Source: an optimization exercise on an open RTL-to-GDS flow (aim: small area, a short achievable clock period and few clock cycles per item). Production flows keep margins and buffers that such runs may drop. At most, simulation tests tie the RTL to the original design; equivalence was not proved. No functional check of the RTL was part of runs 2 to 7. No activity file was given, so power comes from the tool's default toggle rates.

==> flow/design.v <==
module non_rest #(parameter n=16, s=16) (output wire [s-1:0] QUOTIENT, REMAINDER, output wire done,
    input wire [n-1:0] x, y, input wire clk, reset, start);
    reg [15:0] Q, R, M;    
    reg [3:0]  cnt;        
    reg        fin;
    assign QUOTIENT  = Q;
    assign REMAINDER = R;
    assign done      = fin;
    wire        busy = |cnt;
    wire [16:0] T    = {R, Q[15]};
    wire [17:0] D    = {1'b0, T} - {2'b0, M};
    wire        qb   = ~D[17];
    wire y_le1 = ~|y[15:1];
    wire q0    = y_le1 & (~y[0] | x[15]);
    wire r0    = x[15] & ~(y_le1 & y[0]);
    wire c8 = |y[15:8];
    wire c4 = |y[15:4];
    always @(posedge clk, posedge reset)
        if (reset) begin
            cnt <= 4'd0; fin <= 1'b0;
        end else if (start) begin
            if (c8) begin cnt <= 4'd8; fin <= 1'b0; end
            else if (c4) begin cnt <= 4'd12; fin <= 1'b0; end
            else begin cnt <= 4'd15; fin <= 1'b0; end
        end else if (busy) begin
            cnt <= cnt - 4'd1;
            if (cnt == 4'd1) fin <= 1'b1;
        end
    always @(posedge clk)
        if (start) begin
            M <= y;
            if (c8) begin R <= {8'd0, x[15:8]}; Q <= {x[7:0], 8'd0}; end
            else if (c4) begin R <= {12'd0, x[15:12]}; Q <= {x[11:0], 4'd0}; end
            else begin R <= {15'd0, r0}; Q <= {x[14:0], q0}; end
        end else if (busy) begin
            R <= qb ? D[15:0] : T[15:0];
            Q <= {Q[14:0], qb};
        end
endmodule
==> flow/flow/run.sh <==
#!/bin/bash
# Standard layout, with the port buffers made from buf_1 cells instead of the
# default choice (the resizer still upsizes any of them that timing needs),
# and power recovery (downsizing gates off the critical paths) after global
# routing's timing repair.
set -euo pipefail
bash standard.sh "BUFFER_PORTS_ARGS=-buffer_cell sky130_fd_sc_hd__buf_1" "RECOVER_POWER=100" finish > orfs_make.log 2>&1
==> flow/standard.sh <==
#!/bin/bash
# synth_recipe.tcl (not shown) runs the flow's synth.tcl, then flattens the netlist and writes it again
# the make line also repeats each setting of config.mk as NAME=value (left out here)
make -C /OpenROAD-flow-scripts/flow DESIGN_CONFIG=/design/flow/config.mk WORK_HOME=/design/flow/orfs CLKGATE_MAP_FILE= SYNTH_SCRIPT=/design/flow/synth_recipe.tcl "${@:-finish}"
==> flow/config.mk <==
export PLATFORM = sky130hd
export DESIGN_NAME = non_rest
export DESIGN_NICKNAME = non_rest
export VERILOG_FILES = /design/flow/design.v
export SDC_FILE = /design/flow/constraint.sdc
export NUM_CORES = 4
export LEC_CHECK = 0
export CAP_MARGIN = 20
export CORE_MARGIN = 2
export CORE_UTILIZATION = 40
export SETUP_SLACK_MARGIN = 3.5
export SLEW_MARGIN = 20
==> flow/constraint.sdc <==
create_clock -name core_clock -period 6.0 [get_ports {clk}]
set_input_delay 1.2000 -clock core_clock [delete_from_list [all_inputs] [get_ports {clk}]]
set_output_delay 1.2000 -clock core_clock [all_outputs]
set_load 0.01 [all_outputs]
==> flow_metrics.tcl, run 1 <==
set metrics [dict create \
    max_slew_margin_pct 7.67 \
    synth_top_family_by_area "compound AO/OA/AOI/OAI gates" \
    synth_edf_count 48 \
    post_cts_buffers 0 \
    grt_antenna_before_repair 0 \
    synthMuxAreaShare_pct 6.78 \
    vias_per_cell 5.58 \
    ir_drop_mv 0.168 \
    grt_pass1_wl_mm 13.3 \
    die_h_um 96.1 \
    initial_core_util_pct 41.3 \
    grt_usage_pct 18.8 \
    drv_cap 0 \
    path_max_fanout 46 \
    postSynthCellCount 335 \
    antennaDiodeCount 0 \
    routabilityCongestion 0.880 \
    min_path_cells 2 \
    crit_chain "clkbuf_2 > buf_6 > inv_1 > nand2_1" \
    nFillCells 808 \
    fp.dieArea_um2 9240 \
    p_sw_mw 0.678 \
    num_rows 33 \
    cts_sinks 53 \
    swShare_pct 42.2 \
    criticalPathCategory "input pin to flip-flop" \
    die-width_um 96.1 \
    cpPeakStageDelay_ps 1060 \
    overflow 0 \
    setup_slack_ps 2460 \
    fin_util_pct 47.0 \
    wl_per_cell_um 16.8 \
    synth_xor_xnor_area_share_pct 2.58 \
    num_vias 2809 \
    clk_latency_ps 320 \
    path_clk_slew_ps 110 \
    synth_cell_types 47 \
    seq_area_um2 1570 \
    h-tree-depth 2 \
    grt_start_max_net_pins 47 \
    syn_nets 390 \
    hpwl_mm 6.03 \
    cp.arrival_ps 3280 \
    firstDrtPassIters 4 \
    cts_max_path_buffers 2 \
    setup_tns_ps 0 \
    period_share_pct 59.0 \
    final_common_cell "buf_1" \
    period_needed_ps 3540 \
    drive_gt1_share_pct 8.79 \
    path_depth 4 \
    internal_power_mw 0.928 \
    synth_warnings 1 \
    ys_ff_latch 53 \
    worst_pin_slew_ps 1380 \
    fmax_ghz 0.283 \
    powerDensity_nw_per_um2 416 \
    final_antenna_net_count 0 \
    multi_input_area_um2 1710 \
    cp.required_ps 5740 \
    synth_simple_gate_area_share_pct 13.9 \
    ys.flop_type "edfxtp_1" \
    synthAdderAreaFrac_pct 7.59 \
    cts_buffers 5 \
    first_iter_violations 188 \
    power.share.clock_pct 13.6 \
    postSynthAreaPerCell_um2 10.1 \
    port-buffer-count 67 \
    crit_slowest_cell "nand2_1" \
    routed_wl_mm 8.46 \
    synth-async-reset-ratio_pct 9.43 \
    syn_to_final_growth_pct 13.9 \
    r2r_cells 6 \
    cp.buffers_inverters 3 \
    fin_worst_skew_ps 7.32 \
    cp-start-kind "input pin" \
    rsz0062_at_grt "true" \
    drcViolationCount 0 \
    boundaryPins 68 \
    core-area_um2 8220 \
    leakage_nw 1.43 \
    outcome "timing/DRC/antenna clean" \
    report.final.setup_viol 0 \
    yosysSeqAreaShare_pct 46.1 \
    final_nets 452 \
    grt_pass1_vias 2641 \
    place_ws_ps 2700 \
    synth_compound_gate_area_share_pct 17.9 \
    end_kind "flip-flop" \
    combinationalPowerShare_pct 47.6 \
    min_path_type "flip-flop to flip-flop" \
    holdBufCountCts 0 \
    drv_slew 0 \
    final_cell_mix "buf_1, edfxtp_1, nand2_1, inv_1, a21oi_1" \
    cts_root_buf "clkbuf_8" \
    hold_viol 0 \
    netlist_area_um2 3390 \
    seq_power_share_pct 38.8 \
    cts_tree "yes" \
    crit_family "simple AND/OR/NAND/NOR gates" \
]
-- synth_stat cells (all sizes together) (8+ instances only) --
cell,number,area [µm²]
edfxtp,48,1440
nand2,43,161
a21oi,29,153
inv,25,93.8
o21ai,22,110
ha,19,238
mux2i,14,140
nor2,11,41.3
nand3,10,62.6
xnor2,10,87.6
buf,9,48.8
a211oi,8,60.1
mux2,8,90.1
nand2b,8,50.1
-- path summary, 6_finish.rpt --
check | startpoint | endpoint | slack (ps)
hold reg to reg | fin | fin | 520
min in group asynchronous | reset | fin | 730
setup reg to reg | R[9] | R[12] | 3150
max in group asynchronous | reset | cnt[1] | 5100
setup / recovery | start | R[11] | 2460
hold / removal | fin | fin | 520
-- cells by family after synthesis --
family / count (synthesis)
AOI/OAI and AO/OA: 93
xor gates and xnor gates: 10
adders and majority gates: 20
buffers and inverters: 41
DFF: 53
muxes: 22
and+or+nand+nor: 96
-- final cells by class --
| type | instances | share of cell area, % |
|---|---|---|
| clock inverter | 3 | 0.680 |
| clock buffer | 5 | 1.78 |
| sequential | 53 | 40.5 |
| tap | 105 | 3.40 |
| inverter | 25 | 2.43 |
| timing repair buffer | 69 | 7.02 |
| multi-input combinational | 243 | 44.2 |
-- repair_timing --
item                       CTS  global route
pin swaps                    1             2
gates cloned                 1             1
resized for setup           14            12
setup endpoints to repair   61            50
-- metrics by stage --
step	instance area (µm²)	power [mW]	cells	hold WS, ps
after floorplan	3400	1.17	335	489
after global placement	3720	1.36	493	494
after detailed placement	3720	1.37	493	515
after CTS	3910	1.62	502	540
after global routing	3860	1.73	503	581
final	3860	1.61	503	519
-- power by group through the flow --
stage	Clock (mW)	Combinational, mW	Sequential, mW
2_1_floorplan	0	0.532	0.636
3_3_place_gp	0	0.737	0.628
3_5_place_dp	0	0.743	0.627
4_1_cts	0.223	0.773	0.624
5_1_grt	0.236	0.862	0.637
6_report	0.218	0.764	0.624
-- layer usage --
metal	GRT usage, %	up-vias	wire, µm	share of wire (%)
met2	29.8	60	3990	47
li1	-	1367	-	-
met5	0	-	0	0
met3	3.05	8	337	4.0
met4	3.45	0	63	0.74
met1	27.3	1374	4070	48
-- state kept, by name, summed over array words and instances, names as in the netlist --
signal and flops:
cnt 4, R 16, M 16, fin 1, Q 16
-- worst min-delay path: stages (launching register included) --
cell	delay (ps)
dfrtp_1	370
a31oi_1	40
nor2_1	80
Testbench counts, summed over its fixed seeds: cycles 19,649, divisions 1,600.
==> inputs of run 2 (changes only) <==
--- a/flow/design.v
+++ b/flow/design.v
@@ -13,14 +13,14 @@
     wire y_le1 = ~|y[15:1];
     wire q0    = y_le1 & (~y[0] | x[15]);
     wire r0    = x[15] & ~(y_le1 & y[0]);
-    wire c8 = |y[15:8];
-    wire c4 = |y[15:4];
+    wire c10 = |y[15:10];
+    wire c5 = |y[15:5];
     always @(posedge clk, posedge reset)
         if (reset) begin
             cnt <= 4'd0; fin <= 1'b0;
         end else if (start) begin
-            if (c8) begin cnt <= 4'd8; fin <= 1'b0; end
-            else if (c4) begin cnt <= 4'd12; fin <= 1'b0; end
+            if (c10) begin cnt <= 4'd6; fin <= 1'b0; end
+            else if (c5) begin cnt <= 4'd11; fin <= 1'b0; end
             else begin cnt <= 4'd15; fin <= 1'b0; end
         end else if (busy) begin
             cnt <= cnt - 4'd1;
@@ -28,12 +28,13 @@
         end
     always @(posedge clk)
         if (start) begin
-            M <= y;
-            if (c8) begin R <= {8'd0, x[15:8]}; Q <= {x[7:0], 8'd0}; end
-            else if (c4) begin R <= {12'd0, x[15:12]}; Q <= {x[11:0], 4'd0}; end
+            if (c10) begin R <= {6'd0, x[15:6]}; Q <= {x[5:0], 10'd0}; end
+            else if (c5) begin R <= {11'd0, x[15:11]}; Q <= {x[10:0], 5'd0}; end
             else begin R <= {15'd0, r0}; Q <= {x[14:0], q0}; end
         end else if (busy) begin
             R <= qb ? D[15:0] : T[15:0];
             Q <= {Q[14:0], qb};
         end
+    always @(posedge clk)
+        if (!busy) M <= y;
 endmodule
==> flow/flow/run.sh (replaced) <==
#!/bin/bash
# Standard layout, with the port buffers made from buf_1 cells instead of the
# default choice; the resizer still upsizes any of them that timing needs.
set -euo pipefail
bash standard.sh "BUFFER_PORTS_ARGS=-buffer_cell sky130_fd_sc_hd__buf_1" finish > orfs_make.log 2>&1
--- a/flow/config.mk
+++ b/flow/config.mk
@@ -7,6 +7,6 @@
 export LEC_CHECK = 0
 export CAP_MARGIN = 20
 export CORE_MARGIN = 2
-export CORE_UTILIZATION = 40
+export CORE_UTILIZATION = 50
 export SETUP_SLACK_MARGIN = 3.5
 export SLEW_MARGIN = 20
==> flow_metrics.tcl, run 2 <==
set metrics [dict create \
    h-tree-depth 2 \
    cts_root_buf "clkbuf_8" \
    die_h_um 86.0 \
    drv_slew 0 \
    synth_simple_gate_area_share_pct 12.1 \
    report.final.setup_viol 0 \
    nFillCells 492 \
    synth_top_family_by_area "compound AO/OA/AOI/OAI gates" \
    multi_input_area_um2 1960 \
    cp.required_ps 6070 \
    crit_chain "buf_6 > or4_4 > nor2_4 > buf_12 > mux2i_1 > o21ai_0 > mux2_2" \
    rsz0062_at_grt "true" \
    period_share_pct 44.3 \
    powerDensity_nw_per_um2 375 \
    synth_compound_gate_area_share_pct 18.2 \
    drive_gt1_share_pct 24.5 \
    min_path_cells 2 \
    antennaDiodeCount 0 \
    grt_pass1_vias 2883 \
    num_vias 2927 \
    synth_most_common_cell "edfxtp_1" \
    core-area_um2 6420 \
    min-delay-start "fin" \
    firstDrtPassIters 4 \
    final_cell_mix "buf_1, edfxtp_1, buf_4, nand2_1, a21oi_1" \
    cp.arrival_ps 2720 \
    final_common_cell "buf_1" \
    routed_wl_mm 9.07 \
    cts_sinks 53 \
    cts_max_path_buffers 2 \
    clk_latency_ps 310 \
    syn_nets 375 \
    postSynthAreaPerCell_um2 10.5 \
    yosysSeqAreaShare_pct 46.6 \
    grt_start_max_net_pins 33 \
    synth_edf_count 48 \
    post-synth-top-area-fraction_pct 42.9 \
    yosysTopAreaCell "edfxtp_1" \
    synth-async-reset-ratio_pct 9.43 \
    r2r_cells 7 \
    end_kind "flip-flop" \
    p_sw_mw 0.641 \
    grt_antenna_before_repair 0 \
    syn_to_final_growth_pct 32.0 \
    ys_ff_latch 53 \
    r2r_end "R[12]" \
    synth_cell_types 58 \
    fmax_ghz 0.376 \
    min_path_type "flip-flop to flip-flop" \
    postSynthCellCount 320 \
    hpwl_mm 6.02 \
    port-buffer-count 67 \
    drcViolationCount 0 \
    reg2reg_from "R[11]" \
    first_iter_violations 167 \
    boundaryPins 68 \
    combinationalPowerShare_pct 52.1 \
    fin_util_pct 69.1 \
    reg.largest.list "M (16), Q (16), R (16)" \
    synthMuxAreaShare_pct 7.11 \
    criticalPathCategory "input pin to flip-flop" \
    netlist_area_um2 3360 \
    reg2reg_slack_ps 3480 \
    setup_tns_ps 0 \
    final_antenna_net_count 0 \
    grt_pass1_wl_mm 14.2 \
    cts_tree "yes" \
    outcome "timing/DRC/antenna clean" \
    synthAdderAreaFrac_pct 7.66 \
    ir_drop_mv 0.217 \
    period_needed_ps 2660 \
    synth_warnings 1 \
    final_nets 478 \
    cts_buffers 5 \
    seq_power_share_pct 33.3 \
    holdBufCountCts 0 \
    path_max_fanout 7 \
    cpPeakStageDelay_ps 550 \
    die-width_um 86.0 \
    overflow 0 \
    leakage_nw 1.73 \
    seq_area_um2 1570 \
    swShare_pct 38.5 \
    wl_per_cell_um 18.1 \
    ys.flop_type "edfxtp_1" \
    drv_cap 0 \
    cp-start-kind "input pin" \
    netlist_top_cells_count "edfxtp_1, a21oi_1, inv_1, nand2_1" \
    hold_end "fin" \
    vias_per_cell 5.84 \
    num_rows 29 \
    synth_area_leaders "edfxtp_1, ha_1, mux2i_1" \
    fp.dieArea_um2 7400 \
    initial_core_util_pct 52.4 \
    max_slew_margin_pct 40.7 \
    crit_slowest_cell "or4_4" \
    power.share.clock_pct 14.6 \
    worst_pin_slew_ps 888 \
    synth_xor_xnor_area_share_pct 3.39 \
    path_clk_slew_ps 90 \
    hold_viol 0 \
    routabilityCongestion 0.791 \
    internal_power_mw 1.02 \
    grt_usage_pct 24.5 \
    fin_worst_skew_ps 8.77 \
]
[run 2: what timing repair did]
action | CTS | global route
pin swaps | 21 | 23
hold endpoints to repair | 0 | 0
setup buffers | 29 | 11
endpoints found under the setup margin | 65 | 26
resized for setup | 36 | 32
gates cloned | 2 | 1
[run 2: worst max-delay path by stage]
stage          start     to  slack [ps]  cells past startpoint
2_1_floorplan   y[5]  Q[13]        3160                      6
3_3_place_gp   start   R[0]        2390                      4
3_5_place_dp   start  Q[11]        2400                      4
4_1_cts         y[7]  Q[11]        3390                      7
5_1_grt         y[7]  Q[15]        3300                      7
6_report        y[7]  Q[12]        3340                      7
[run 2: critical path: cells and delay by family]
| kind | cells | cell delay, ps |
|---|---|---|
| buffers and inverters | 2 | 240 |
| multiplexers | 2 | 450 |
| AO/OA/AOI/OAI | 1 | 100 |
| AND/OR/NAND/NOR | 2 | 740 |
[run 2: power by group through the flow]
stage	registers [mW]	clock network [mW]	logic [mW]
2_1_floorplan	0.577	0	0.465
3_3_place_gp	0.561	0	0.639
3_5_place_dp	0.561	0	0.642
4_1_cts	0.551	0.245	0.773
5_1_grt	0.563	0.259	0.945
6_report	0.555	0.243	0.867
[run 2: final cells by class]
class	count	share of cell area [%]
inverter	24	2.14
timing repair buffer	108	13.8
clock buffer	6	1.63
clock inverter	2	0.789
multi-input combinational	231	44.2
tap	77	2.17
sequential	53	35.3
[run 2: cell families after synthesis]
family,after synthesis
compound gates,91
simple gates,81
flops,53
buf+inv,39
mux,23
fa+ha+maj,20
xor+xnor,13
[run 2: layer usage]
layer / vias to the layer above / GRT usage [%] / wire length, µm
met5: - / 0 / 0
met4: 0 / 7.22 / 112
met3: 10 / 5.87 / 554
met2: 102 / 38.6 / 4200
met1: 1401 / 33.8 / 4210
li1: 1414 / - / -
[run 2: stage by stage]
stage	total power, mW	cell area, µm²	setup WS (ps)	hold WS (ps)	instances
after floorplan	1.04	3450	3160	503	320
after global placement	1.20	3720	2390	490	450
after detailed placement	1.20	3720	2400	497	450
after CTS	1.57	4210	3390	518	489
after global routing	1.77	4440	3300	558	501
final	1.66	4440	3340	519	501
==> inputs of run 3 (changes only) <==
--- a/flow/design.v
+++ b/flow/design.v
@@ -13,14 +13,18 @@
     wire y_le1 = ~|y[15:1];
     wire q0    = y_le1 & (~y[0] | x[15]);
     wire r0    = x[15] & ~(y_le1 & y[0]);
-    wire c10 = |y[15:10];
-    wire c5 = |y[15:5];
+    wire c16 = (x < y);
+    wire c12 = (|y[15:12]) | (x[15:4] < y[11:0]);
+    wire c8 = (|y[15:8]) | (x[15:8] < y[7:0]);
+    wire c4 = (|y[15:4]) | (x[15:12] < y[3:0]);
     always @(posedge clk, posedge reset)
         if (reset) begin
             cnt <= 4'd0; fin <= 1'b0;
         end else if (start) begin
-            if (c10) begin cnt <= 4'd6; fin <= 1'b0; end
-            else if (c5) begin cnt <= 4'd11; fin <= 1'b0; end
+            if (c16) begin cnt <= 4'd0; fin <= 1'b1; end
+            else if (c12) begin cnt <= 4'd4; fin <= 1'b0; end
+            else if (c8) begin cnt <= 4'd8; fin <= 1'b0; end
+            else if (c4) begin cnt <= 4'd12; fin <= 1'b0; end
             else begin cnt <= 4'd15; fin <= 1'b0; end
         end else if (busy) begin
             cnt <= cnt - 4'd1;
@@ -28,13 +32,14 @@
         end
     always @(posedge clk)
         if (start) begin
-            if (c10) begin R <= {6'd0, x[15:6]}; Q <= {x[5:0], 10'd0}; end
-            else if (c5) begin R <= {11'd0, x[15:11]}; Q <= {x[10:0], 5'd0}; end
+            M <= y;
+            if (c16) begin R <= x; Q <= 16'd0; end
+            else if (c12) begin R <= {4'd0, x[15:4]}; Q <= {x[3:0], 12'd0}; end
+            else if (c8) begin R <= {8'd0, x[15:8]}; Q <= {x[7:0], 8'd0}; end
+            else if (c4) begin R <= {12'd0, x[15:12]}; Q <= {x[11:0], 4'd0}; end
             else begin R <= {15'd0, r0}; Q <= {x[14:0], q0}; end
         end else if (busy) begin
             R <= qb ? D[15:0] : T[15:0];
             Q <= {Q[14:0], qb};
         end
-    always @(posedge clk)
-        if (!busy) M <= y;
 endmodule
--- a/flow/config.mk
+++ b/flow/config.mk
@@ -7,6 +7,6 @@
 export LEC_CHECK = 0
 export CAP_MARGIN = 20
 export CORE_MARGIN = 2
-export CORE_UTILIZATION = 50
+export CORE_UTILIZATION = 40
 export SETUP_SLACK_MARGIN = 3.5
 export SLEW_MARGIN = 20
==> flow_metrics.tcl, run 3 <==
set metrics [dict create \
    cts_max_path_buffers 2 \
    cts_root_buf "clkbuf_16" \
    setup.worst_path.start "x[14]" \
    die_h_um 112 \
    grt_antenna_before_repair 0 \
    min_path_cells 2 \
    ir_drop_mv 0.163 \
    outcome "timing/DRC/antenna clean" \
    fmax_ghz 0.334 \
    grt_pass1_vias 4274 \
    powerDensity_nw_per_um2 344 \
    internal_power_mw 1.30 \
    wl_per_cell_um 20.3 \
    grt_usage_pct 22.1 \
    syn_nets 580 \
    multi_input_area_um2 3440 \
    cp-start-kind "input pin" \
    routabilityCongestion 0.889 \
    fp.dieArea_um2 12400 \
    post-synth-top-area-fraction_pct 31.2 \
    worst_pin_slew_ps 530 \
    synth_edf_count 48 \
    cp.required_ps 6100 \
    drcViolationCount 0 \
    netlist_top_cells_count "ha_1, inv_1, edfxtp_1" \
    antennaDiodeCount 0 \
    holdBufCountCts 0 \
    cts_sinks 53 \
    ys.flop_type "edfxtp_1" \
    synth_cell_types 64 \
    report.final.setup_viol 0 \
    min-delay-start "fin" \
    combinationalPowerShare_pct 55.0 \
    final_antenna_net_count 0 \
    leakage_nw 2.60 \
    port-buffer-count 67 \
    num_vias 4420 \
    drv_cap 0 \
    die-width_um 112 \
    cts_tree "yes" \
    netlist_area_um2 4620 \
    path_max_fanout 9 \
    postSynthAreaPerCell_um2 9.45 \
    yosysSeqAreaShare_pct 33.9 \
    h-tree-depth 2 \
    final_common_cell "edfxtp_1" \
    final_nets 681 \
    first_iter_violations 450 \
    syn_to_final_growth_pct 41.5 \
    overflow 0 \
    min_path_type "flip-flop to flip-flop" \
    r2r_cells 8 \
    criticalPathCategory "input pin to flip-flop" \
    ys_ff_latch 53 \
    crit_chain "buf_8 > ha_4 > nand4_1 > nor3_2 > o311a_1 > nor2_4 > buf_12 > nor2_4 > nand2b_4 > o32ai_1" \
    cpPeakStageDelay_ps 330 \
    cts_buffers 5 \
    grt_start_max_net_pins 50 \
    swShare_pct 42.4 \
    final_cell_area_um2 6540 \
    cp.arrival_ps 3090 \
    synth_area_leaders "edfxtp_1, ha_1, mux2i_1" \
    max_slew_margin_pct 64.5 \
    reg.largest.list "M (16), Q (16), R (16)" \
    firstDrtPassIters 6 \
    critPathMostFrequentCell "nor2_4" \
    placed_area_um2 5220 \
    clk_latency_ps 300 \
    hpwl_mm 9.88 \
    seq_area_um2 1570 \
    nFillCells 978 \
    period_needed_ps 2990 \
    num_rows 39 \
    routed_wl_mm 14.9 \
    drive_gt1_share_pct 31.6 \
    initial_core_util_pct 40.7 \
    seq_power_share_pct 30.2 \
    path_clk_slew_ps 70 \
    drv_slew 0 \
    grt_pass1_wl_mm 22.2 \
    end_kind "flip-flop" \
    setup_tns_ps 0 \
    hold_viol 0 \
    postSynthCellCount 489 \
    p_sw_mw 0.955 \
    synth_most_common_cell "ha_1" \
    synth-async-reset-ratio_pct 9.43 \
    fin_worst_skew_ps 7.09 \
    yosysTopAreaCell "edfxtp_1" \
    rsz0062_at_grt "true" \
    boundaryPins 68 \
    core-area_um2 11400 \
    power.share.clock_pct 14.8 \
    final_cell_mix "edfxtp_1, inv_1, buf_1, ha_1, buf_4" \
    period_share_pct 49.8 \
    vias_per_cell 6.02 \
    crit_slowest_cell "o32ai_1" \
    synth_warnings 1 \
    reg2reg_from "R[13]" \
]
-- run 3: cell families (layout without fill, tap and decap cells) --
family	count (synthesis)	in the layout	share of synthesized area [%]
mux	24	24	5.20
flops	53	53	33.9
buf+inv	71	169	6.77
compound gates	139	140	21.7
xor+xnor	13	13	2.46
fa+ha+maj	56	56	15.3
simple gates	133	136	14.7
-- run 3: per-stage QoR --
| stage | util (%) | instances | hold WS [ps] | total power, mW | setup WS (ps) |
|---|---|---|---|---|---|
| 2_1_floorplan | - | 489 | 520 | 1.47 | 2920 |
| 3_3_place_gp | 45.9 | 687 | 526 | 1.73 | 2010 |
| 3_5_place_dp | 45.9 | 687 | 536 | 1.75 | 1920 |
| 4_1_cts | 53.0 | 722 | 553 | 2.17 | 3050 |
| 5_1_grt | 57.5 | 734 | 577 | 2.40 | 2940 |
| 6_report | 57.5 | 734 | 547 | 2.25 | 3010 |
-- run 3: repair_timing --
item,CTS,global route
buffers inserted,22,9
gates cloned,5,3
endpoints found under the setup margin,69,69
resized for setup,110,93
pin swaps,21,35
-- run 3: metal layers --
| layer | GRT usage (%) | routed length, µm | vias to the layer above |
|---|---|---|---|
| met5 | 0 | 0 | - |
| met4 | 8.07 | 400 | 0 |
| met3 | 2.50 | 860 | 41 |
| met2 | 36.3 | 7120 | 185 |
| met1 | 30.4 | 6490 | 2129 |
| li1 | - | - | 2065 |
-- run 3: critical path: cells and delay by family --
kind,cells,cell delay (ps)
buffers and inverters,2,270
AOI/OAI and AO/OA,2,630
and+or+nand+nor,5,690
adders and majority gates,1,280
-- run 3: cell type report --
class	instances	area share (%)
repair buffers	107	14.1
flip-flops and latches	53	23.9
inverters	54	4.07
clock inverters	3	0.669
multi-input cells	369	52.6
clock buffers	5	1.91
well taps	143	2.73
-- run 3: path summary, 6_finish.rpt --
kind	endpoint	slack [ps]
setup / recovery	Q[6]	3010
hold / removal	fin	550
setup reg to reg	R[4]	3300
hold reg to reg	fin	550
max in group asynchronous	cnt[3]	5070
min in group asynchronous	cnt[0]	760
-- run 3: power by group through the flow --
| stage | Sequential, mW | Combinational, mW | Clock (mW) |
|---|---|---|---|
| floorplan | 0.715 | 0.754 | 0 |
| global placement | 0.685 | 1.05 | 0 |
| detailed placement | 0.690 | 1.06 | 0 |
| CTS | 0.679 | 1.15 | 0.337 |
| global route | 0.695 | 1.35 | 0.351 |
| finish | 0.679 | 1.24 | 0.333 |
==> inputs of run 4 (changes only) <==
==> flow/design.v (replaced) <==
module non_rest #(parameter n=16, s=16) (output wire [s-1:0] QUOTIENT, REMAINDER, output wire done,
    input wire [n-1:0] x, y, input wire clk, reset, start);
    reg [15:0] Q, R, M;    
    reg [3:0]  cnt;        
    reg        fin;
    assign QUOTIENT  = Q;
    assign REMAINDER = R;
    assign done      = fin;
    wire        busy = |cnt;
    wire [16:0] T    = {R, Q[15]};
    wire [17:0] D    = {1'b0, T} - {2'b0, M};
    wire        qb   = ~D[17];
    wire y_le1 = ~|y[15:1];
    wire q0    = y_le1 & (~y[0] | x[15]);
    wire r0    = x[15] & ~(y_le1 & y[0]);
    wire c12 = |y[15:12];
    wire c8 = |y[15:8];
    wire c4 = |y[15:4];
    wire       ysm = ~|y[15:2];
    wire [2:0] t1  = {2'd0, x[15]};
    wire       a1  = ysm & (t1 >= {1'b0, y[1:0]});
    wire [1:0] r1  = a1 ? t1[1:0] - y[1:0] : t1[1:0];
    wire [2:0] t2  = {r1, x[14]};
    wire       a2  = ysm & (t2 >= {1'b0, y[1:0]});
    wire [1:0] r2  = a2 ? t2[1:0] - y[1:0] : t2[1:0];
    always @(posedge clk, posedge reset)
        if (reset) begin
            cnt <= 4'd0; fin <= 1'b0;
        end else if (start) begin
            if (c12) begin cnt <= 4'd4; fin <= 1'b0; end
            else if (c8) begin cnt <= 4'd8; fin <= 1'b0; end
            else if (c4) begin cnt <= 4'd12; fin <= 1'b0; end
            else begin cnt <= 4'd14; fin <= 1'b0; end
        end else if (busy) begin
            cnt <= cnt - 4'd1;
            if (cnt == 4'd1) fin <= 1'b1;
        end
    always @(posedge clk)
        if (start) begin
            M <= y;
            if (c12) begin R <= {4'd0, x[15:4]}; Q <= {x[3:0], 12'd0}; end
            else if (c8) begin R <= {8'd0, x[15:8]}; Q <= {x[7:0], 8'd0}; end
            else if (c4) begin R <= {12'd0, x[15:12]}; Q <= {x[11:0], 4'd0}; end
            else begin R <= {14'd0, r2}; Q <= {x[13:0], a1, a2}; end
        end else if (busy) begin
            R <= qb ? D[15:0] : T[15:0];
            Q <= {Q[14:0], qb};
        end
endmodule
==> flow_metrics.tcl, run 4 <==
set metrics [dict create \
    outcome "timing/DRC/antenna clean" \
    end_kind "flip-flop" \
    synth_most_common_cell "edfxtp_1" \
    grt_usage_pct 21.6 \
    initial_core_util_pct 41.7 \
    hold_slack_ps 526 \
    synth_edf_count 48 \
    placed_area_um2 4080 \
    hold_viol 0 \
    synth_warnings 1 \
    drive_gt1_share_pct 30.3 \
    grt_antenna_before_repair 0 \
    ys.flop_type "edfxtp_1" \
    cp-start-kind "input pin" \
    fmax_ghz 0.305 \
    drcViolationCount 0 \
    final_cell_mix "buf_1, edfxtp_1, buf_4, nor2_1, inv_1" \
    fin_worst_skew_ps 19.7 \
    netlist_area_um2 3670 \
    cts_max_path_buffers 2 \
    setup_slack_ps 2720 \
    reg.largest.list "M (16), Q (16), R (16)" \
    antennaDiodeCount 0 \
    drv_slew 0 \
    cts_buffers 5 \
    leakage_nw 1.92 \
    place_inst 523 \
    multi_input_area_um2 2340 \
    cts_root_buf "clkbuf_8" \
    yosysSeqAreaShare_pct 42.7 \
    syn_to_final_growth_pct 37.1 \
    die-width_um 99.8 \
    fin_util_pct 57.1 \
    first_iter_violations 201 \
    hpwl_mm 7.16 \
    period_needed_ps 3280 \
    p_total_mw 1.94 \
    post-synth-top-area-fraction_pct 39.3 \
    seq_area_um2 1570 \
    firstDrtPassIters 5 \
    port-buffer-count 67 \
    final_antenna_net_count 0 \
    final_common_cell "buf_1" \
    worst_pin_slew_ps 879 \
    min_path_type "flip-flop to flip-flop" \
    wl_per_cell_um 19.3 \
    criticalPathCategory "input pin to flip-flop" \
    num_vias 3395 \
    grt_pass1_vias 3277 \
    max_slew_margin_pct 41.2 \
    powerDensity_nw_per_um2 385 \
    final_nets 533 \
    synth_area_leaders "edfxtp_1, ha_1, mux2i_1" \
    ir_drop_mv 0.160 \
    holdBufCountCts 0 \
    postSynthAreaPerCell_um2 10.2 \
    cp.required_ps 6070 \
    rsz0062_at_grt "true" \
    nFillCells 767 \
    num_rows 34 \
    final_cell_area_um2 5030 \
    synth_cell_types 62 \
    path_clk_slew_ps 100 \
    grt_start_max_net_pins 47 \
    clk_latency_ps 320 \
    core-area_um2 8810 \
    netlist_top_cells_count "edfxtp_1, nor2_1, inv_1" \
    syn_nets 418 \
    period_share_pct 54.6 \
    routabilityCongestion 0.851 \
    fp.dieArea_um2 9960 \
    boundaryPins 68 \
    instances_no_fill 583 \
    setup_tns_ps 0 \
    postSynthCellCount 359 \
    ys_ff_latch 53 \
    yosysTopAreaCell "edfxtp_1" \
    cp.arrival_ps 3340 \
    cts_sinks 53 \
    die_h_um 99.8 \
    overflow 0 \
    vias_per_cell 5.82 \
    place_ws_ps 1720 \
    routed_wl_mm 11.3 \
    grt_pass1_wl_mm 16.8 \
    cts_tree "yes" \
    h-tree-depth 2 \
    synth-async-reset-ratio_pct 9.43 \
    report.final.setup_viol 0 \
    drv_cap 0 \
    path_max_fanout 4 \
]
## run 4: cell types whose count changed after synthesis, sizes merged, moves of 6 or more
cell | previous run | this run
ha | 55 | 23
inv | 53 | 30
nand2 | 35 | 15
o21ai | 24 | 12
mux2i | 24 | 15
o211ai | 12 | 5
and2 | 8 | 2
buf | 9 | 3
or3 | 0 | 6
## run 4: worst paths after layout
kind / slack, ps / from / end / cells past startpoint
worst max-delay path: 2720 / y[12] / R[0] / 11
worst min-delay path: 530 / fin / fin / 2
worst max register to register: 3370 / R[11] / R[7] / 8
worst min register to register: 530 / fin / fin / 2
max in group asynchronous: 5040 / reset / cnt[0] / 2
min in group asynchronous: 770 / reset / cnt[2] / 2
## run 4: kinds of logic after synthesis
family,share of synthesized area [%]
buffers and inverters,4.94
xor gates and xnor gates,2.15
muxes,4.81
adders and majority gates,8.39
and+or+nand+nor,15.0
DFF,42.7
AOI/OAI and AO/OA,22.0
## run 4: area by class of cell
cell class / count / share of cell area, %
clock inverter: 3 / 0.348
clock buffer: 5 / 1.37
inverter: 30 / 2.24
timing repair buffer: 122 / 15.8
sequential: 53 / 31.1
tap: 108 / 2.69
multi-input combinational: 262 / 46.4
## run 4: metal layers
metal	vias to the layer above	track usage, %	share of wire, %
met3	16	3.62	4.7
li1	1613	-	-
met5	-	0	0
met2	103	35.9	48
met4	0	5.90	1.8
met1	1663	29.4	46
## run 4: what timing repair did
| item | 4_1_cts | 5_1_grt |
|---|---|---|
| endpoints found under the setup margin | 60 | 49 |
| hold endpoints to repair | 0 | 0 |
| buffers inserted | 37 | 13 |
| gates cloned | 1 | 1 |
| pin swaps | 22 | 25 |
| gates resized for setup | 47 | 49 |
## run 4: critical path, cell delays in order
cell	delay, ps
buf_8	100
nor4_4	400
nand4_1	250
o21ai_2	250
o21ai_4	90
ha_4	300
a21oi_4	60
a21oi_4	190
mux2_4	190
a21oi_2	40
mux2_4	260
## run 4: power breakdown
group,internal (mW),total [mW],switching [mW]
Combinational,0.565,1.14,0.577
Clock,0.0811,0.211,0.130
Sequential,0.511,0.585,0.0740
Total,1.16,1.94,0.781
==> inputs of run 5 (changes only) <==
==> flow/design.v (replaced) <==
module non_rest #(parameter n=16, s=16) (output wire [s-1:0] QUOTIENT, REMAINDER, output wire done,
    input wire [n-1:0] x, y, input wire clk, reset, start);
    reg [15:0] Q, R, M;    
    reg [17:0] M3;         
    reg [2:0]  cnt;        
    reg        fin;
    assign QUOTIENT  = Q;
    assign REMAINDER = R;
    assign done      = fin;
    wire busy = |cnt;
    wire [17:0] U  = {R, Q[15:14]};
    wire [18:0] D1 = {1'b0, U} - {3'd0, M};
    wire [18:0] D2 = {1'b0, U} - {2'd0, M, 1'b0};
    wire [18:0] D3 = {1'b0, U} - {1'b0, M3};
    wire ge1 = ~D1[18], ge2 = ~D2[18], ge3 = ~D3[18];
    wire [1:0]  qd = ge3 ? 2'd3 : ge2 ? 2'd2 : ge1 ? 2'd1 : 2'd0;
    wire [15:0] rn = ge3 ? D3[15:0] : ge2 ? D2[15:0] : ge1 ? D1[15:0] : U[15:0];
    wire       ysm = ~|y[15:2];
    wire [2:0] t1  = {2'd0, x[15]};
    wire       a1  = ysm & (t1 >= {1'b0, y[1:0]});
    wire [1:0] r1  = a1 ? t1[1:0] - y[1:0] : t1[1:0];
    wire [2:0] t2  = {r1, x[14]};
    wire       a2  = ysm & (t2 >= {1'b0, y[1:0]});
    wire [1:0] r2  = a2 ? t2[1:0] - y[1:0] : t2[1:0];
    wire c12 = |y[15:12];
    wire c8  = |y[15:8];
    wire c4  = |y[15:4];
    always @(posedge clk, posedge reset)
        if (reset) begin
            cnt <= 3'd0; fin <= 1'b0;
        end else if (start) begin
            cnt <= c12 ? 3'd2 : c8 ? 3'd4 : c4 ? 3'd6 : 3'd7;
            fin <= 1'b0;
        end else if (busy) begin
            cnt <= cnt - 3'd1;
            if (cnt == 3'd1) fin <= 1'b1;
        end
    always @(posedge clk)
        if (start) begin
            M  <= y;
            M3 <= {2'd0, y} + {1'b0, y, 1'b0};
            if (c12)     begin R <= {4'd0, x[15:4]};   Q <= {x[3:0], 12'd0};  end
            else if (c8) begin R <= {8'd0, x[15:8]};   Q <= {x[7:0], 8'd0};   end
            else if (c4) begin R <= {12'd0, x[15:12]}; Q <= {x[11:0], 4'd0};  end
            else         begin R <= {14'd0, r2};       Q <= {x[13:0], a1, a2}; end
        end else if (busy) begin
            R <= rn;
            Q <= {Q[13:0], qd};
        end
endmodule
==> flow_metrics.tcl, run 5 <==
set metrics [dict create \
    initial_core_util_pct 40.9 \
    fin_worst_skew_ps 6.35 \
    overflow 0 \
    die_h_um 135 \
    path_max_fanout 5 \
    end_kind "flip-flop" \
    num_rows 47 \
    leakage_nw 3.98 \
    boundaryPins 68 \
    port-buffer-count 67 \
    grt_pass1_wl_mm 34.6 \
    syn_to_final_growth_pct 39.9 \
    report.final.setup_viol 0 \
    synth_warnings 1 \
    hold_end "fin" \
    rsz0062_at_grt "true" \
    reg.largest.list "M3 (18), Q (16), R (16)" \
    crit_chain "buf_6 > inv_1 > ha_2 > inv_2 > ha_4 > nand2b_1 > a41oi_2 > ha_1 > a21boi_4 > o311ai_4 > buf_4 > buf_6 > nor2_4 > a211oi_2 > o311ai_1 > o211ai_1 > o31ai_1" \
    postSynthAreaPerCell_um2 8.88 \
    synth_cell_types 79 \
    cts_sinks 69 \
    cts_max_path_buffers 2 \
    hold_viol 0 \
    vias_per_cell 5.82 \
    largest_reg_flops 18 \
    die-width_um 135 \
    ys.flop_type "edfxtp_1" \
    period_share_pct 59.9 \
    largest-register "M3" \
    reg2reg_slack_ps 3060 \
    netlist_area_um2 6810 \
    grt_antenna_before_repair 0 \
    drcViolationCount 0 \
    path_clk_slew_ps 60 \
    hpwl_mm 15.1 \
    final_cell_mix "edfxtp_1, buf_4, nand2_1, ha_1, nor2_1" \
    max_slew_margin_pct 54.0 \
    cts_root_buf "clkbuf_16" \
    routabilityCongestion 0.891 \
    netlist_top_cells_count "ha_1, inv_1, edfxtp_1" \
    final_nets 1031 \
    critPathMostFrequentCell "buf_6" \
    hold_slack_ps 503 \
    crit_slowest_cell "o311ai_4" \
    criticalPathCategory "input pin to flip-flop" \
    reg2reg_from "Q[14]" \
    setup_tns_ps 0 \
    core-area_um2 16600 \
    cp-start-kind "input pin" \
    antennaDiodeCount 0 \
    worst_pin_slew_ps 690 \
    drive_gt1_share_pct 31.4 \
    cpPeakStageDelay_ps 320 \
    ir_drop_mv 0.212 \
    synth-async-reset-ratio_pct 5.80 \
    grt_usage_pct 24.4 \
    r2r_cells 11 \
    powerDensity_nw_per_um2 516 \
    fp.dieArea_um2 18100 \
    outcome "timing/DRC/antenna clean" \
    postSynthCellCount 767 \
    drv_cap 0 \
    synth_area_leaders "edfxtp_1, ha_1, a21oi_1" \
    synth_edf_count 65 \
    h-tree-depth 3 \
    post-synth-top-area-fraction_pct 28.7 \
    num_vias 6617 \
    period_needed_ps 3590 \
    first_iter_violations 429 \
    drv_slew 0 \
    min_path_cells 2 \
    syn_nets 886 \
    yosysSeqAreaShare_pct 30.1 \
    fmax_ghz 0.278 \
    cp.required_ps 6060 \
    ys_ff_latch 69 \
    synth_most_common_cell "ha_1" \
    min-delay-start "fin" \
    final_common_cell "edfxtp_1" \
    firstDrtPassIters 6 \
    holdBufCountCts 0 \
    r2r_end "R[1]" \
    grt_pass1_vias 6516 \
    yosysTopAreaCell "edfxtp_1" \
    final_antenna_net_count 0 \
    cts_buffers 9 \
    routed_wl_mm 22.4 \
    min_path_type "flip-flop to flip-flop" \
    cts_tree "yes" \
    cp.arrival_ps 3650 \
    wl_per_cell_um 19.7 \
    grt_start_max_net_pins 81 \
    clk_latency_ps 340 \
    nFillCells 1408 \
]
## run 5: cell count changes after synthesis, moves of 11 or more
cell and change:
a21o_1 +11, a21oi_1 +42, edfxtp_1 +17, ha_1 +57, inv_1 +42, nand2_1 +47, nor2_1 +27, o21ai_0 +29
xnor2_1 +25
## run 5: per-stage QoR
| stage | setup WS [ps] | std cells | total power, mW | utilization, % | area [µm²] |
|---|---|---|---|---|---|
| 2_1_floorplan | 2360 | 767 | 2.80 | - | 7180 |
| 3_3_place_gp | 1730 | 1035 | 3.31 | 45.7 | 7610 |
| 3_5_place_dp | 1550 | 1035 | 3.36 | 45.7 | 7610 |
| 4_1_cts | 2460 | 1110 | 4.57 | 54.2 | 9020 |
| 5_1_grt | 2330 | 1137 | 5.20 | 57.3 | 9530 |
| 6_report | 2410 | 1137 | 4.92 | 57.3 | 9530 |
## run 5: repair_timing
| item | CTS | global route |
|---|---|---|
| cloned | 5 | 0 |
| buffers inserted | 54 | 27 |
| endpoints found under the setup margin | 64 | 33 |
| pin swaps | 81 | 72 |
| resized for setup | 146 | 71 |
## run 5: power by group
group | leakage, nW | switching [mW] | internal, mW
Combinational | 3.09 | 1.86 | 1.59
Clock | 0.169 | 0.210 | 0.404
Sequential | 0.724 | 0.133 | 0.715
## run 5: logic make-up after synthesis
group | after synthesis | synth area share [%]
xor+xnor | 39 | 5.01
simple gates | 225 | 16.2
mux | 12 | 1.76
fa+ha+maj | 84 | 15.9
buf+inv | 93 | 5.53
compound gates | 245 | 25.5
flops | 69 | 30.1
## run 5: area by class of cell
class / count / area, µm² / area share, %
multi-input combinational: 609 / 5400 / 56.7
sequential: 69 / 2050 / 21.5
inverter: 72 / 313 / 3.28
timing repair buffer: 151 / 1150 / 12.1
clock inverter: 7 / 114 / 1.19
clock buffer: 9 / 225 / 2.36
tap: 220 / 275 / 2.89
## run 5: layer usage
layer  global-route usage (%)  routed length (µm)
met4                     7.66                 488
met3                     3.38                1100
met2                     42.2               11000
met1                     31.5                9830
met5                        0                   0
## run 5: worst max path at each step
stage               slack [ps]    to  cells after the start  start
global placement          1730  R[1]                     14   y[5]
floorplan                 2360  R[1]                     13  y[13]
global route              2330  R[1]                     15  x[15]
CTS                       2460  R[1]                     14  y[12]
detailed placement        1550  R[1]                     14   y[5]
finish                    2410  R[0]                     17  x[15]
## run 5: worst max-delay path: cells and delay by family
kind | cells | cell delay [ps]
AND/OR/NAND/NOR | 2 | 200
buffers and inverters | 5 | 490
adder cells (fa/ha/maj) | 3 | 610
AO/OA/AOI/OAI | 7 | 1150
==> inputs of run 6 (changes only) <==
--- a/flow/config.mk
+++ b/flow/config.mk
@@ -8,5 +8,5 @@
 export CAP_MARGIN = 20
 export CORE_MARGIN = 2
 export CORE_UTILIZATION = 40
-export SETUP_SLACK_MARGIN = 3.5
+export SETUP_SLACK_MARGIN = 3.0
 export SLEW_MARGIN = 20
==> flow_metrics.tcl, run 6 <==
set metrics [dict create \
    grt_usage_pct 21.8 \
    path_clk_slew_ps 60 \
    ir_drop_mv 0.201 \
    ys.flop_type "edfxtp_1" \
    first_iter_violations 432 \
    synth_most_common_cell "ha_1" \
    outcome "timing/DRC/antenna clean" \
    clk_latency_ps 340 \
    period_needed_ps 3760 \
    num_rows 47 \
    cp-start-kind "input pin" \
    report.final.setup_viol 0 \
    cp.required_ps 6160 \
    crit_chain "buf_12 > clkinv_8 > ha_4 > and4_4 > a41oi_2 > a41oi_2 > ha_1 > a21boi_4 > o311ai_4 > buf_4 > buf_6 > buf_6 > a211oi_2 > o311ai_1 > o211ai_1 > o31ai_1" \
    vias_per_cell 5.64 \
    drv_cap 0 \
    overflow 0 \
    seq_power_share_pct 20.7 \
    boundaryPins 68 \
    synth_warnings 1 \
    core-area_um2 16600 \
    criticalPathCategory "input pin to flip-flop" \
    largest-register "M3" \
    h-tree-depth 3 \
    yosysTopAreaCell "edfxtp_1" \
    drcViolationCount 0 \
    cts_root_buf "clkbuf_16" \
    p_sw_mw 1.92 \
    synth-async-reset-ratio_pct 5.80 \
    cts_sinks 69 \
    netlist_area_um2 6810 \
    final_antenna_net_count 0 \
    post-synth-top-area-fraction_pct 28.7 \
    swShare_pct 45.6 \
    fin_worst_skew_ps 9.02 \
    leakage_nw 3.70 \
    hpwl_mm 14.4 \
    die-width_um 135 \
    end_kind "flip-flop" \
    initial_core_util_pct 40.9 \
    drive_gt1_share_pct 22.9 \
    cts_buffers 9 \
    worst_pin_slew_ps 626 \
    hold_viol 0 \
    power.share.clock_pct 12.6 \
    fin_util_pct 52.4 \
    cp.arrival_ps 3930 \
    period_share_pct 62.7 \
    combinationalPowerShare_pct 66.6 \
    min_path_type "flip-flop to flip-flop" \
    largest_reg_flops 18 \
    netlist_top_cells_count "ha_1, inv_1, edfxtp_1" \
    internal_power_mw 2.29 \
    final_common_cell "edfxtp_1" \
    path_max_fanout 5 \
    fp.dieArea_um2 18100 \
    routed_wl_mm 20.0 \
    yosysSeqAreaShare_pct 30.1 \
    grt_pass1_wl_mm 31.1 \
    crit_slowest_cell "o311ai_1" \
    max_slew_margin_pct 58.3 \
    num_vias 6233 \
    cts_max_path_buffers 2 \
    final_nets 1000 \
    reg2reg_slack_ps 2990 \
    wl_per_cell_um 18.1 \
    final_cell_mix "edfxtp_1, ha_1, nand2_1, inv_1, nor2_1" \
    firstDrtPassIters 5 \
    syn_to_final_growth_pct 28.0 \
    reg.largest.list "M3 (18), Q (16), R (16)" \
    synth_area_leaders "edfxtp_1, ha_1, a21oi_1" \
    cpPeakStageDelay_ps 330 \
    synth_edf_count 65 \
    port-buffer-count 67 \
    grt_antenna_before_repair 0 \
    antennaDiodeCount 0 \
    drv_slew 0 \
    die_h_um 135 \
    syn_nets 886 \
    powerDensity_nw_per_um2 482 \
    grt_start_max_net_pins 52 \
    synth_cell_types 79 \
    ys_ff_latch 69 \
    rsz0062_at_grt "true" \
    grt_pass1_vias 5856 \
    routabilityCongestion 0.893 \
    postSynthCellCount 767 \
    cts_tree "yes" \
    setup_tns_ps 0 \
    fmax_ghz 0.266 \
    postSynthAreaPerCell_um2 8.88 \
]
## run 6: stage by stage
step | power, mW | instances | area (µm²) | setup slack, ps | hold WS, ps
6_report | 4.20 | 1106 | 8720 | 2240 | 537
5_1_grt | 4.52 | 1106 | 8720 | 2210 | 583
4_1_cts | 3.96 | 1082 | 8200 | 2490 | 530
3_5_place_dp | 3.27 | 1037 | 7450 | 1650 | 503
3_3_place_gp | 3.28 | 1037 | 7450 | 1710 | 499
2_1_floorplan | 2.72 | 767 | 7000 | 2360 | 526
## run 6: critical path, delay by kind of cell
| family | cells | cell delay (ps) |
|---|---|---|
| adder cells (fa/ha/maj) | 2 | 450 |
| AND/OR/NAND/NOR | 1 | 260 |
| buffers and inverters | 5 | 510 |
| AO/OA/AOI/OAI | 8 | 1490 |
## run 6: final cells by class
type,instances,area [µm²]
clock buffers,9,225
clock inverters,7,65.1
fillers,1521,7920
repair buffers,121,835
well taps,220,275
flip-flops and latches,69,2050
multi-input cells,608,4960
inverters,72,309
## run 6: kinds of logic (layout without fill, tap and decap cells)
| family | after synthesis | count (layout) | synth area share, % |
|---|---|---|---|
| buffers and inverters | 93 | 209 | 5.53 |
| AND/OR/NAND/NOR | 225 | 228 | 16.2 |
| flip-flops | 69 | 69 | 30.1 |
| XOR/XNOR | 39 | 39 | 5.01 |
| multiplexers | 12 | 12 | 1.76 |
| AO/OA/AOI/OAI | 245 | 245 | 25.5 |
| adder cells (fa/ha/maj) | 84 | 84 | 15.9 |
## run 6: worst paths after layout
path	from	end	depth (start not counted)
worst max-delay path	y[15]	R[0]	16
worst min-delay path	fin	fin	2
worst max register to register	Q[15]	R[9]	9
worst min register to register	fin	fin	2
max in group asynchronous	reset	fin	2
min in group asynchronous	reset	cnt[0]	2
## run 6: timing repair
| action | 4_1_cts | 5_1_grt |
|---|---|---|
| setup endpoints to repair | 55 | 24 |
| endpoints found under the hold margin | 0 | 0 |
| setup buffers | 27 | 23 |
| pin swaps | 25 | 44 |
| resized for setup | 74 | 76 |
| cloned | 2 | 1 |
| hold buffers | 0 | 0 |
## run 6: per-layer routing
| layer | up-vias | GRT usage (%) | share of wire, % |
|---|---|---|---|
| met1 | 2944 | 30.5 | 46 |
| li1 | 3097 | - | - |
| met4 | 0 | 5.26 | 1.6 |
| met5 | - | 0 | 0 |
| met3 | 22 | 2.97 | 4.5 |
| met2 | 170 | 35.7 | 48 |
## run 6: power by group through the flow
stage / sequential (mW) / combinational (mW) / clock (mW)
after floorplan: 0.866 / 1.85 / 0
after global placement: 0.887 / 2.39 / 0
after detailed placement: 0.883 / 2.39 / 0
after CTS: 0.872 / 2.55 / 0.537
after global routing: 0.887 / 3.08 / 0.555
final: 0.872 / 2.80 / 0.532
==> inputs of run 7 (changes only) <==
==> flow/design.v (replaced) <==
module non_rest #(parameter n=16, s=16) (output wire [s-1:0] QUOTIENT, REMAINDER, output wire done,
    input wire [n-1:0] x, y, input wire clk, reset, start);
    reg [15:0] Q, M;       
    reg [16:0] R;          
    reg [3:0]  cnt;        
    reg        fix;        
    reg        fin;
    assign QUOTIENT  = Q;
    assign REMAINDER = R[15:0];
    assign done      = fin;
    wire        busy = |cnt;
    wire        neg  = R[16];
    wire [16:0] A    = fix ? R : {R[15:0], Q[15]};
    wire [16:0] B    = neg ? {1'b0, M} : {1'b1, ~M};
    wire [16:0] S    = A + B + {16'd0, ~neg};
    wire y_le1 = ~|y[15:1];
    wire q0    = y_le1 & (~y[0] | x[15]);
    wire r0    = x[15] & ~(y_le1 & y[0]);
    wire c8    = |y[15:8];
    wire c4    = |y[15:4];
    always @(posedge clk, posedge reset)
        if (reset) begin
            cnt <= 4'd0; fix <= 1'b0; fin <= 1'b0;
        end else if (start) begin
            cnt <= c8 ? 4'd8 : c4 ? 4'd12 : 4'd15;
            fix <= 1'b0; fin <= 1'b0;
        end else if (busy) begin
            cnt <= cnt - 4'd1;
            if (cnt == 4'd1) begin
                fix <= S[16];
                fin <= ~S[16];
            end
        end else if (fix) begin
            fix <= 1'b0; fin <= 1'b1;
        end
    always @(posedge clk)
        if (start) begin
            if (c8)      begin R <= {9'd0, x[15:8]};   Q <= {x[7:0], 8'd0};  end
            else if (c4) begin R <= {13'd0, x[15:12]}; Q <= {x[11:0], 4'd0}; end
            else         begin R <= {16'd0, r0};       Q <= {x[14:0], q0};   end
        end else if (busy | fix) begin
            R <= S;
            if (!fix) Q <= {Q[14:0], ~S[16]};
        end
    always @(posedge clk)
        if (!(busy | fix)) M <= y;
endmodule
--- a/flow/config.mk
+++ b/flow/config.mk
@@ -8,5 +8,5 @@
 export CAP_MARGIN = 20
 export CORE_MARGIN = 2
 export CORE_UTILIZATION = 40
-export SETUP_SLACK_MARGIN = 3.0
+export SETUP_SLACK_MARGIN = 3.5
 export SLEW_MARGIN = 20
==> flow_metrics.tcl, run 7 <==
set metrics [dict create \
    outcome "timing/DRC/antenna clean" \
    final_nets 478 \
    end_kind "flip-flop" \
    period_share_pct 45.0 \
    clk_latency_ps 310 \
    die-width_um 98.9 \
    drv_slew 0 \
    post-synth-top-area-fraction_pct 40.8 \
    core-area_um2 8720 \
    ys.flop_type "edfxtp_1" \
    netlist_area_um2 3610 \
    synth_cell_types 50 \
    cp.required_ps 6080 \
    rsz0062_at_grt "true" \
    grt_start_max_net_pins 37 \
    max_slew_margin_pct 71.8 \
    cts_sinks 55 \
    synth-async-reset-ratio_pct 10.9 \
    final_antenna_net_count 0 \
    h-tree-depth 2 \
    synth_edf_count 49 \
    min_path_type "flip-flop to flip-flop" \
    synth_warnings 1 \
    cts_buffers 5 \
    leakage_nw 1.72 \
    ir_drop_mv 0.237 \
    synth_most_common_cell "edfxtp_1" \
    antennaDiodeCount 0 \
    vias_per_cell 5.67 \
    yosysSeqAreaShare_pct 45.0 \
    num_vias 3028 \
    num_rows 34 \
    cp-start-kind "flip-flop" \
    instances_no_fill 534 \
    final_common_cell "buf_1" \
    criticalPathCategory "flip-flop to flip-flop" \
    path_max_fanout 5 \
    place_inst 498 \
    drcViolationCount 0 \
    cts_max_path_buffers 2 \
    syn_nets 391 \
    synth_area_leaders "edfxtp_1, mux2_2, ha_1" \
    fp.dieArea_um2 9790 \
    fin_worst_skew_ps 13.0 \
    routabilityCongestion 0.891 \
    boundaryPins 68 \
    first_iter_violations 125 \
    cts_root_buf "clkbuf_8" \
    report.final.setup_viol 0 \
    hold_viol 0 \
    min_path_cells 1 \
    syn_to_final_growth_pct 31.6 \
    powerDensity_nw_per_um2 635 \
    drive_gt1_share_pct 27.7 \
    port-buffer-count 67 \
    hpwl_mm 6.41 \
    postSynthAreaPerCell_um2 10.7 \
    worst_pin_slew_ps 420 \
    period_needed_ps 2700 \
    largest_reg_flops 17 \
    drv_cap 0 \
    setup_tns_ps 0 \
    final_cell_mix "buf_1, edfxtp_1, nand2_1" \
    grt_antenna_before_repair 0 \
    initial_core_util_pct 41.3 \
    yosysTopAreaCell "edfxtp_1" \
    wl_per_cell_um 18.4 \
    grt_pass1_vias 3117 \
    path_clk_slew_ps 100 \
    cts_tree "yes" \
    grt_usage_pct 20.1 \
    postSynthCellCount 338 \
    routed_wl_mm 9.84 \
    netlist_top_cells_count "edfxtp_1, nand2_1, o21ai_0" \
    ys_ff_latch 55 \
    die_h_um 98.9 \
    overflow 0 \
    reg.largest.list "R (17), M (16), Q (16)" \
    cp.arrival_ps 2780 \
    grt_pass1_wl_mm 15.6 \
    largest-register "R" \
    holdBufCountCts 0 \
    firstDrtPassIters 5 \
    fmax_ghz 0.370 \
    r2r_cells 10 \
]
## run 7: changes by cell type in the layout (fill, tap and decap cells not counted), sizes merged, moves of 25 or more
cell	previous run	this run
a21oi	66	20
nor2	59	17
mux2	0	25
nand2	64	33
ha	80	17
inv	71	8
## run 7: routing by layer
layer | track usage, % | part of all wire [%] | vias to the layer above
met5 | 0 | 0 | -
met4 | 7.80 | 3.4 | 0
met3 | 3.48 | 5.6 | 22
met2 | 33.2 | 48 | 112
met1 | 26.4 | 43 | 1459
li1 | - | - | 1435
## run 7: cell families (layout without fill, tap and decap cells)
group           Yosys count  in the layout  share of synthesized area, %
compound gates           79             79                          14.3
xor+xnor                 32             32                          7.77
fa+ha+maj                18             18                          6.45
buf+inv                  27            114                          3.09
flops                    55             55                          45.0
mux                      39             39                          11.8
simple gates             88             89                          11.6
## run 7: final timing paths
path	from	to	slack [ps]
worst min register to register	Q[6]	Q[7]	570
min in group asynchronous	reset	fix	770
worst max-delay path	fix	Q[0]	3300
worst min-delay path	Q[6]	Q[7]	570
worst max register to register	fix	Q[0]	3300
max in group asynchronous	reset	fix	5010
## run 7: cell type report
class	count	area, µm²
Tap cell	108	135
Sequential cell	55	1630
Clock buffer	7	86.3
Timing Repair Buffer	97	533
Inverter	9	35.0
Clock inverter	1	5.00
Multi-Input combinational cell	257	2320
Fill cell	778	3980
## run 7: per-stage QoR
stage	hold WS (ps)	total power [mW]	util, %	instance area [µm²]	worst slack, ps
after detailed placement	542	2.22	46.4	4040	2630
after CTS	566	2.87	53.3	4650	3340
after global placement	529	2.20	46.4	4040	2720
after global routing	593	3.22	54.4	4740	3210
final	566	3.01	54.4	4740	3300
after floorplan	506	1.92	-	3760	3410
## run 7: power by group
group,internal (mW),switching (mW),leakage (nW)
clock network,0.0938,0.127,0.0482
registers,0.613,0.0991,0.589
logic,0.980,1.10,1.08
total,1.69,1.33,1.72
## run 7: repair_timing
item	4_1_cts	5_1_grt
cloned	1	0
gates resized for setup	50	12
pin swaps	29	13
setup endpoints to repair	71	32
buffers inserted	22	5
endpoints found under the hold margin	0	0
## run 7: critical path, cell delays in order, from the launching register on
cell	delay [ps]
dfrtp_4	510
buf_6	150
mux2_4	330
buf_4	140
fa_2	360
a21oi_4	170
o211ai_2	110
nand3_2	130
o31ai_4	90
xor2_4	220
a32o_1	240

-- re-timing with driven ports --
Ports are ideal in the flow. The routed layouts listed here were re-timed in OpenROAD.
Step 1 assumes that a clkbuf_16 drives the clock port and a buf_2 every other input.
Step 2 adds t to the input delays and takes it off the output delays; t is the mean of the earliest and latest rising clock arrival at the registers after step 1. Input paths then give back, and output paths get back, about the clock's delay inside the block.
a / b / c = no drivers / after step 1 / after step 2; a / b = the first two.
| run | t, ns | slack for setup (ns) | worst setup path after step 2 | worst data-port slew with drivers (ns) |
|---|---|---|---|---|
| run 1 | 0.343 | 2.461 / 2.471 / 2.128 | input to register | 0.03 |
| run 2 | 0.334 | 3.343 / 3.329 / 2.995 | input to register | 0.05 |
| run 3 | 0.329 | 3.010 / 3.005 / 2.676 | input to register | 0.07 |
| run 4 | 0.342 | 2.725 / 2.721 / 2.379 | input to register | 0.05 |
| run 5 | 0.374 | 2.409 / 2.400 / 2.026 | input to register | 0.07 |
| run 6 | 0.366 | 2.236 / 2.221 / 1.854 | input to register | 0.08 |
| run 7 | 0.335 | 3.300 / 3.300 / 3.262 | input to register | 0.03 |
After both steps every run listed still meets setup and hold. For run 5, which loses most, drivers alone change the setup slack by -0.009 ns; drivers and shift together by -0.383 ns.
